From an optimization exercise on the open Yosys and OpenROAD flow, aimed at small area; shortcuts taken in it are not production practice. In this exercise RTL edits were held to simulation tests only and were not proved equivalent to the original. No driver is modelled on the clock port, so clocking that relies on it looks cheaper here than on a real chip. Power is estimated from default activity; no workload was simulated.

==> flow/design.v (excerpt) <==
module SE13_Relogio_Aula (clk, rst, speed, dh, uh, dm, um, ds, us);
	input clk, rst, speed;
	output [7:0] dh, uh, dm, um, ds, us;
	reg [14:0] c1;
	reg [5:0]  cc;
	reg clk_1, clk_c, base_ant;
	localparam [14:0] S1 = 15'd28048, M1 = 15'b111011111101110;
	localparam [5:0]  SC = 6'd25,     MC = 6'b001111;
	wire d1 = (c1 & M1) == (S1 & M1);
	wire dc = (cc & MC) == (SC & MC);
	wire base = speed ? clk_1 : clk_c;
	wire p = base & ~base_ant;	 
	always @(posedge clk or negedge rst)
		if (!rst) begin
			c1 <= 15'd23328; cc <= 6'd50; clk_1 <= 0; clk_c <= 0; base_ant <= 0;
		end else begin
			c1 <= {c1[13:0], ~(c1[14] ^ c1[7]) ^ d1};
			clk_1 <= clk_1 ^ d1;
			cc <= {cc[4:0], (cc[5] ^ cc[0]) ^ dc};
			clk_c <= clk_c ^ dc;
			base_ant <= base;
		end
	function [3:0] nx_d10;	 
		input e;
		input [3:0] q;
		nx_d10 = q ^ ({4{e}} & {(1'b1), (q[1]), (~q[0]) | (q[2] & ~q[3]), (q[3]) | (q[1])});
	endfunction
	function last_d10;
		input [3:0] q;
		last_d10 = (~q[1] & ~q[2] & q[3]);
	endfunction
	function [6:0] seg_d10;	 
		input [3:0] q;
		seg_d10 = {(~q[0] & q[3]) | (~q[0] & ~q[1] & ~q[2]),
			(q[1] & q[3]) | (q[0] & q[2] & ~q[3]),
			(q[3]) | (q[1]),
			(~q[0] & q[1]),
			(q[0] & q[2] & ~q[3]),
			~((~q[2]) | (q[1]) | (q[0] & ~q[3])),
			(q[1] & ~q[2])};
	endfunction
	function [2:0] nx_d6;	 
		input e;
		input [2:0] q;
		nx_d6 = q ^ ({3{e}} & {(~q[1]), (q[1]) | (q[2]), (q[1])});
	endfunction
	function last_d6;
		input [2:0] q;
		last_d6 = (q[0] & q[1]);
	endfunction
	function [6:0] seg_d6;	 
		input [2:0] q;
		seg_d6 = {(~q[0] & ~q[1]),
			(~q[0] & q[1]) | (~q[0] & q[2]) | (q[0] & ~q[1] & ~q[2]),
			(q[0]) | (q[2]),
			(q[2]),
			(~q[0] & q[1]),
			(q[0] & q[1]),
			(q[2])};
	endfunction
	reg [3:0] s0, m0, h0;
	reg [2:0] s1, m1;
	reg [1:0] h1;	 
	wire c0 = p & last_d10(s0);
	wire c1s = c0 & last_d6(s1);
	wire c2 = c1s & last_d10(m0);
	wire c3 = c2 & last_d6(m1);
	wire c4 = c3 & last_d10(h0);
	wire wrap = c3 & h1[1] & ((h0[0] & h0[3]));	 
	always @(posedge clk or negedge rst)
		if (!rst) begin
			s0 <= 4'd0; s1 <= 3'd0; m0 <= 4'd0; m1 <= 3'd0; h0 <= 4'd0; h1 <= 0;
		end else begin
			s0 <= nx_d10(p, s0);
			s1 <= nx_d6(c0, s1);
			m0 <= nx_d10(c1s, m0);
			m1 <= nx_d6(c2, m1);
			h0 <= (nx_d10(c3, h0) & ~({4{wrap}} & 4'd2));
  ...
Size: about 200 cells after synthesis, ~1800 sq um of cells after synthesis.
Settings: LEC_CHECK=0, CAP_MARGIN=20, CORE_MARGIN=2, CORE_UTILIZATION=40, SLEW_MARGIN=20; clock period 10.0 ns.
standard.sh (not shown) runs the stock make flow with config.mk's settings and CLKGATE_MAP_FILE= SYNTH_SCRIPT=/design/flow/synth_recipe.tcl, a recipe that flattens the netlist after the stock synthesis.
==> flow/flow/run.sh <==
#!/bin/bash
# Layout flow: the standard ORFS flow (standard.sh) with these changes:
#  1. after the standard synthesis, the combinational cells are mapped again
#     for area (flow/reopt.tcl, flow/abc_area_deep.script); registers are kept
#     exactly as the standard synthesis made them;
#  2. ports are buffered with the smallest buffer (buf_1);
#  3. the clock tree is built from one cluster, without dummy loads.
# Each tool's output goes to a log file of its own in this folder.
set -euo pipefail
HERE=$PWD
R=$HERE/orfs/results/$FLOW_PLATFORM/SE13_Relogio_Aula/base
PLAT=$FLOW_HOME/platforms/$FLOW_PLATFORM
LIB=$PLAT/lib/sky130_fd_sc_hd__tt_025C_1v80.lib
YOSYS=$(command -v yosys || echo $FLOW_HOME/../tools/install/yosys/bin/yosys)

bash standard.sh $R/1_2_yosys.v > synth_standard.log 2>&1
cp $R/1_2_yosys.v $HERE/standard_synth.v

DU=$(sed -n '/DONT_USE_CELLS/,/^$/p' $PLAT/config.mk | grep -o 'sky130_fd_sc_hd__[a-z0-9_]*' | sed 's/^/-dont_use /' | tr '\n' ' ')
REOPT_LIB=$LIB REOPT_IN=$HERE/standard_synth.v REOPT_TOP=$FLOW_TOP \
REOPT_SCRIPT=$HERE/flow/abc_area_deep.script REOPT_DONT_USE="$DU" REOPT_OUT=$HERE/reopt.v \
  $YOSYS -c $HERE/flow/reopt.tcl > reopt.log 2>&1
cp $HERE/reopt.v $R/1_2_yosys.v
touch $R/1_2_yosys.v

export BUFFER_PORTS_ARGS="-buffer_cell sky130_fd_sc_hd__buf_1"
export CTS_ARGS="-sink_clustering_enable -repair_clock_nets -dont_use_dummy_load -root_buf sky130_fd_sc_hd__clkbuf_8 -buf_list sky130_fd_sc_hd__clkbuf_8"
bash standard.sh finish > standard.log 2>&1
Other scripts of this flow, unchanged in this note and not shown: flow/flow/abc_area_deep.script, flow/flow/reopt.tcl
Next try:
--- a/flow/flow/run.sh
+++ b/flow/flow/run.sh
@@ -26,3 +26,3 @@
 export BUFFER_PORTS_ARGS="-buffer_cell sky130_fd_sc_hd__buf_1"
-export CTS_ARGS="-sink_clustering_enable -repair_clock_nets -dont_use_dummy_load -root_buf sky130_fd_sc_hd__clkbuf_8 -buf_list sky130_fd_sc_hd__clkbuf_8"
+export CTS_ARGS="-sink_clustering_enable -repair_clock_nets -dont_use_dummy_load -root_buf sky130_fd_sc_hd__clkbuf_4 -buf_list sky130_fd_sc_hd__clkbuf_4"
 bash standard.sh finish > standard.log 2>&1
The changed run completed with no timing, DRC or antenna violations.
Worst hold slack stays flat.
Routed wire length came out lower by 0.87%.
Total power is lower by 6.4%.
Worst setup slack gets worse by 0.022 ns.
Combinational power is about the same.
Area after synthesis does not change.
Sequential power hardly moves.
First-iteration DRC count came out higher by 4.2%.
Maximum frequency decreases by 0.64%.

The RTL this note starts from:
==> flow/design.v <==
module SE13_Relogio_Aula (clk, rst, speed, dh, uh, dm, um, ds, us);
	input clk, rst, speed;
	output [7:0] dh, uh, dm, um, ds, us;
	reg [14:0] c1;
	reg [5:0]  cc;
	reg clk_1, clk_c, base_ant;
	always @(posedge clk or negedge rst)
		if (!rst) begin
			c1 <= 15'd23328; cc <= 6'd50; clk_1 <= 0; clk_c <= 0; base_ant <= 0;
		end else begin
			c1 <= {c1[13:0], ~(c1[14] ^ c1[7]) ^ d1};
			clk_1 <= clk_1 ^ d1;
			cc <= {cc[4:0], (cc[5] ^ cc[0]) ^ dc};
			clk_c <= clk_c ^ dc;
			base_ant <= base;
		end
	localparam [14:0] S1 = 15'd28048, M1 = 15'b111011111101110;
	localparam [5:0]  SC = 6'd25,     MC = 6'b001111;
	wire d1 = (c1 & M1) == (S1 & M1);
	wire dc = (cc & MC) == (SC & MC);
	wire base = speed ? clk_1 : clk_c;
	wire p = base & ~base_ant;
	reg [3:0] s0, m0, h0;
	reg [2:0] s1, m1;
	reg [1:0] h1;
	wire c0 = p & s0[3] & s0[0];
	wire c1s = c0 & s1[2] & s1[0];
	wire c2 = c1s & m0[3] & m0[0];
	wire c3 = c2 & m1[2] & m1[0];
	wire c4 = c3 & h0[3] & h0[0];
	wire wrap = c3 & h1[1] & h0[1] & h0[0];
	function [3:0] inc10;	 
		input e;
		input [3:0] q;
		inc10 = q ^ {e & q[0] & (q[3] | q[2] & q[1]), e & q[0] & q[1], e & q[0] & ~q[3], e};
	endfunction
	function [2:0] inc6;	 
		input e;
		input [2:0] q;
		inc6 = q ^ {e & q[0] & (q[2] | q[1]), e & q[0] & ~q[2], e};
	endfunction
	always @(posedge clk or negedge rst)
		if (!rst) begin
			s0 <= 0; s1 <= 0; m0 <= 0; m1 <= 0; h0 <= 0; h1 <= 0;
		end else begin
			s0 <= inc10(p, s0);
			s1 <= inc6(c0, s1);
			m0 <= inc10(c1s, m0);
			m1 <= inc6(c2, m1);
			h0 <= inc10(c3, h0) & {1'b1, ~wrap, 2'b11};
			h1 <= {(h1[1] & ~wrap) | (c4 & h1[0]), h1[0] ^ c4};
		end
	function [6:0] dec10;
		input [3:0] q;
		reg D, C, B, A;
		begin
			{D, C, B, A} = q;
			dec10[0] = (C & ~B & ~A) | (~D & ~C & ~B & A);
			dec10[1] = C & (B ^ A);
			dec10[2] = ~C & B & ~A;
			dec10[3] = (C & ~(B ^ A)) | (~D & ~C & ~B & A);
			dec10[4] = A | (C & ~B);
			dec10[5] = (B & A) | (~C & B) | (~C & ~D & A);
			dec10[6] = (~D & ~C & ~B) | (C & B & A);
		end
	endfunction
	function [6:0] dec6;
		input [2:0] q;
		reg C, B, A;
		begin
			{C, B, A} = q;
			dec6[0] = ~B & (C ^ A);
			dec6[1] = C & A;
			dec6[2] = B & ~A;
			dec6[3] = ~B & (C ^ A);
			dec6[4] = A | C;
			dec6[5] = ~C & (A | B);
			dec6[6] = ~C & ~B;
		end
	endfunction
	assign us = {1'b1, dec10(s0)};
	assign ds = {1'b1, dec6(s1)};
	assign um = {clk_1, dec10(m0)};
	assign dm = {1'b1, dec6(m1)};
	assign uh = {clk_1, dec10(h0)};
	assign dh = {1'b1, ~h1[1], h1[1] | h1[0], h1[0], h1[0], h1[1], 1'b0, h1[0]};
endmodule
clock: 10.0 ns
lec_check: 0
cap_margin: 20
core_margin: 2
core_utilization: 40
slew_margin: 20
==> flow/flow/run.sh <==
#!/bin/bash
# Standard ORFS layout with two changes: ports are buffered with the
# smallest buffer, and the clock tree uses no dummy loads.
set -euo pipefail
export BUFFER_PORTS_ARGS="-buffer_cell sky130_fd_sc_hd__buf_1"
export CTS_ARGS="-sink_clustering_enable -repair_clock_nets -dont_use_dummy_load"
bash standard.sh finish > standard.log 2>&1
Rerun with:
==> flow/run.sh (new file) <==
#!/bin/bash
# synth_recipe.tcl (not shown) runs the flow's synth.tcl, then flattens the netlist and writes it again
# the make line also repeats each setting of config.mk as NAME=value (left out here)
make -C /OpenROAD-flow-scripts/flow DESIGN_CONFIG=/design/flow/config.mk WORK_HOME=/design/flow/orfs CLKGATE_MAP_FILE= SYNTH_SCRIPT=/design/flow/synth_recipe.tcl finish
removed: flow/flow/run.sh
removed: flow/standard.sh
Clock skew rises by 0.0035 ns.
Worst setup slack loses 0.41 ns.
Combinational power rises by a little under a tenth.
Final area rises by roughly a tenth.
Flip-flop and latch count stays the same.
Wire length rises by a few percent.

Setup of run a:
Another version of the RTL of SE13_Relogio_Aula (not shown whole).
Size: ~190 cells after synthesis, about 51 I/O pins, ~1700 um2 of cells after synthesis.
clock: 10.0 ns
lec_check: 0
cap_margin: 0
core_margin: 2
core_utilization: 25
slew_margin: 0
==> flow/flow/run.sh <==
#!/bin/bash
# Layout flow: the standard ORFS flow (standard.sh) with these changes:
#  1. after the standard synthesis, the combinational cells are mapped again
#     for area (flow/reopt.tcl, flow/abc_area_deep.script); registers are kept
#     exactly as the standard synthesis made them;
#  2. ports are buffered with the smallest buffer (buf_1);
#  3. the clock tree uses clkbuf_4 and no dummy loads; after CTS
#     (flow/post_cts_hook.tcl) a clock buffer with many sinks becomes clkbuf_8
#     and all constant outputs are driven from a single tie cell.
# Each tool's output goes to a log file of its own in this folder.
set -euo pipefail
HERE=$PWD
R=$HERE/orfs/results/$FLOW_PLATFORM/SE13_Relogio_Aula/base
PLAT=$FLOW_HOME/platforms/$FLOW_PLATFORM
LIB=$PLAT/lib/sky130_fd_sc_hd__tt_025C_1v80.lib
YOSYS=$(command -v yosys || echo $FLOW_HOME/../tools/install/yosys/bin/yosys)

bash standard.sh $R/1_2_yosys.v > synth_standard.log 2>&1
cp $R/1_2_yosys.v $HERE/standard_synth.v

DU=$(sed -n '/DONT_USE_CELLS/,/^$/p' $PLAT/config.mk | grep -o 'sky130_fd_sc_hd__[a-z0-9_]*' | sed 's/^/-dont_use /' | tr '\n' ' ')
REOPT_LIB=$LIB REOPT_IN=$HERE/standard_synth.v REOPT_TOP=$FLOW_TOP \
REOPT_SCRIPT=$HERE/flow/abc_area_deep.script REOPT_DONT_USE="$DU" REOPT_OUT=$HERE/reopt.v \
  $YOSYS -c $HERE/flow/reopt.tcl > reopt.log 2>&1
cp $HERE/reopt.v $R/1_2_yosys.v
touch $R/1_2_yosys.v

export BUFFER_PORTS_ARGS="-buffer_cell sky130_fd_sc_hd__buf_1"
export CTS_ARGS="-sink_clustering_enable -repair_clock_nets -dont_use_dummy_load -root_buf sky130_fd_sc_hd__clkbuf_4 -buf_list sky130_fd_sc_hd__clkbuf_4"
export POST_CTS_TCL=$HERE/flow/post_cts_hook.tcl
export CLK_BIG_CELL=sky130_fd_sc_hd__clkbuf_8
export CLK_BIG_FANOUT=12
bash standard.sh finish > standard.log 2>&1
Other scripts of this flow, unchanged in this note and not shown: flow/flow/abc_area_deep.script, flow/flow/post_cts_hook.tcl, flow/flow/reopt.tcl
Input-level comparison between run b and run a:
Settings: a change of CORE_UTILIZATION from 25 to 60.
--- outcome ---
Run b ended up with a lower die outline width than run a did.
Diff run a -> run b | utilization | increase of 41 points
Placeable core region (run a / run b): 2.5

==> port drivers added, routing unchanged <==
In the flow no input, the clock included, has a driving cell. The finished layouts below were timed again as built, in two steps. Step 1: set_driving_cell puts a clkbuf_16 on clk and a buf_2 on each other input, an assumption about the parent block. Step 2 moves the port delays by t, midway between the first and last clock arrival at a register: inputs arrive t later, outputs are due t later. That takes back most of the time a late clock gives input paths. a / b / c = ideal ports / drivers / drivers and shift; a / b = the first two.
run	t (ns)	slack for setup (ns)	clock arrival spread, ns	worst slew at a driven data input, ns	cell pins on the clock port's net
the first run of note 1	0.309	6.521 / 6.523 / 6.214	0.012 / 0.012	0.03	1
the second run of note 1	0.362	6.498 / 6.475 / 6.224	0.018 / 0.018	0.03	1
the first run of note 2	0.309	6.457 / 6.430 / 6.278	0.011 / 0.011	0.03	1
the second run of note 2	0.317	6.043 / 6.019 / 5.917	0.011 / 0.011	0.03	1
run a	0.339	5.986 / 5.973 / 5.635	0.035 / 0.035	0.04	1
run b	0.348	6.081 / 6.074 / 5.726	0.035 / 0.035	0.03	1
After both steps setup and hold are still met in every run listed. For run b, which loses most, drivers alone change the setup slack by -0.007 ns; drivers and shift together by -0.355 ns.
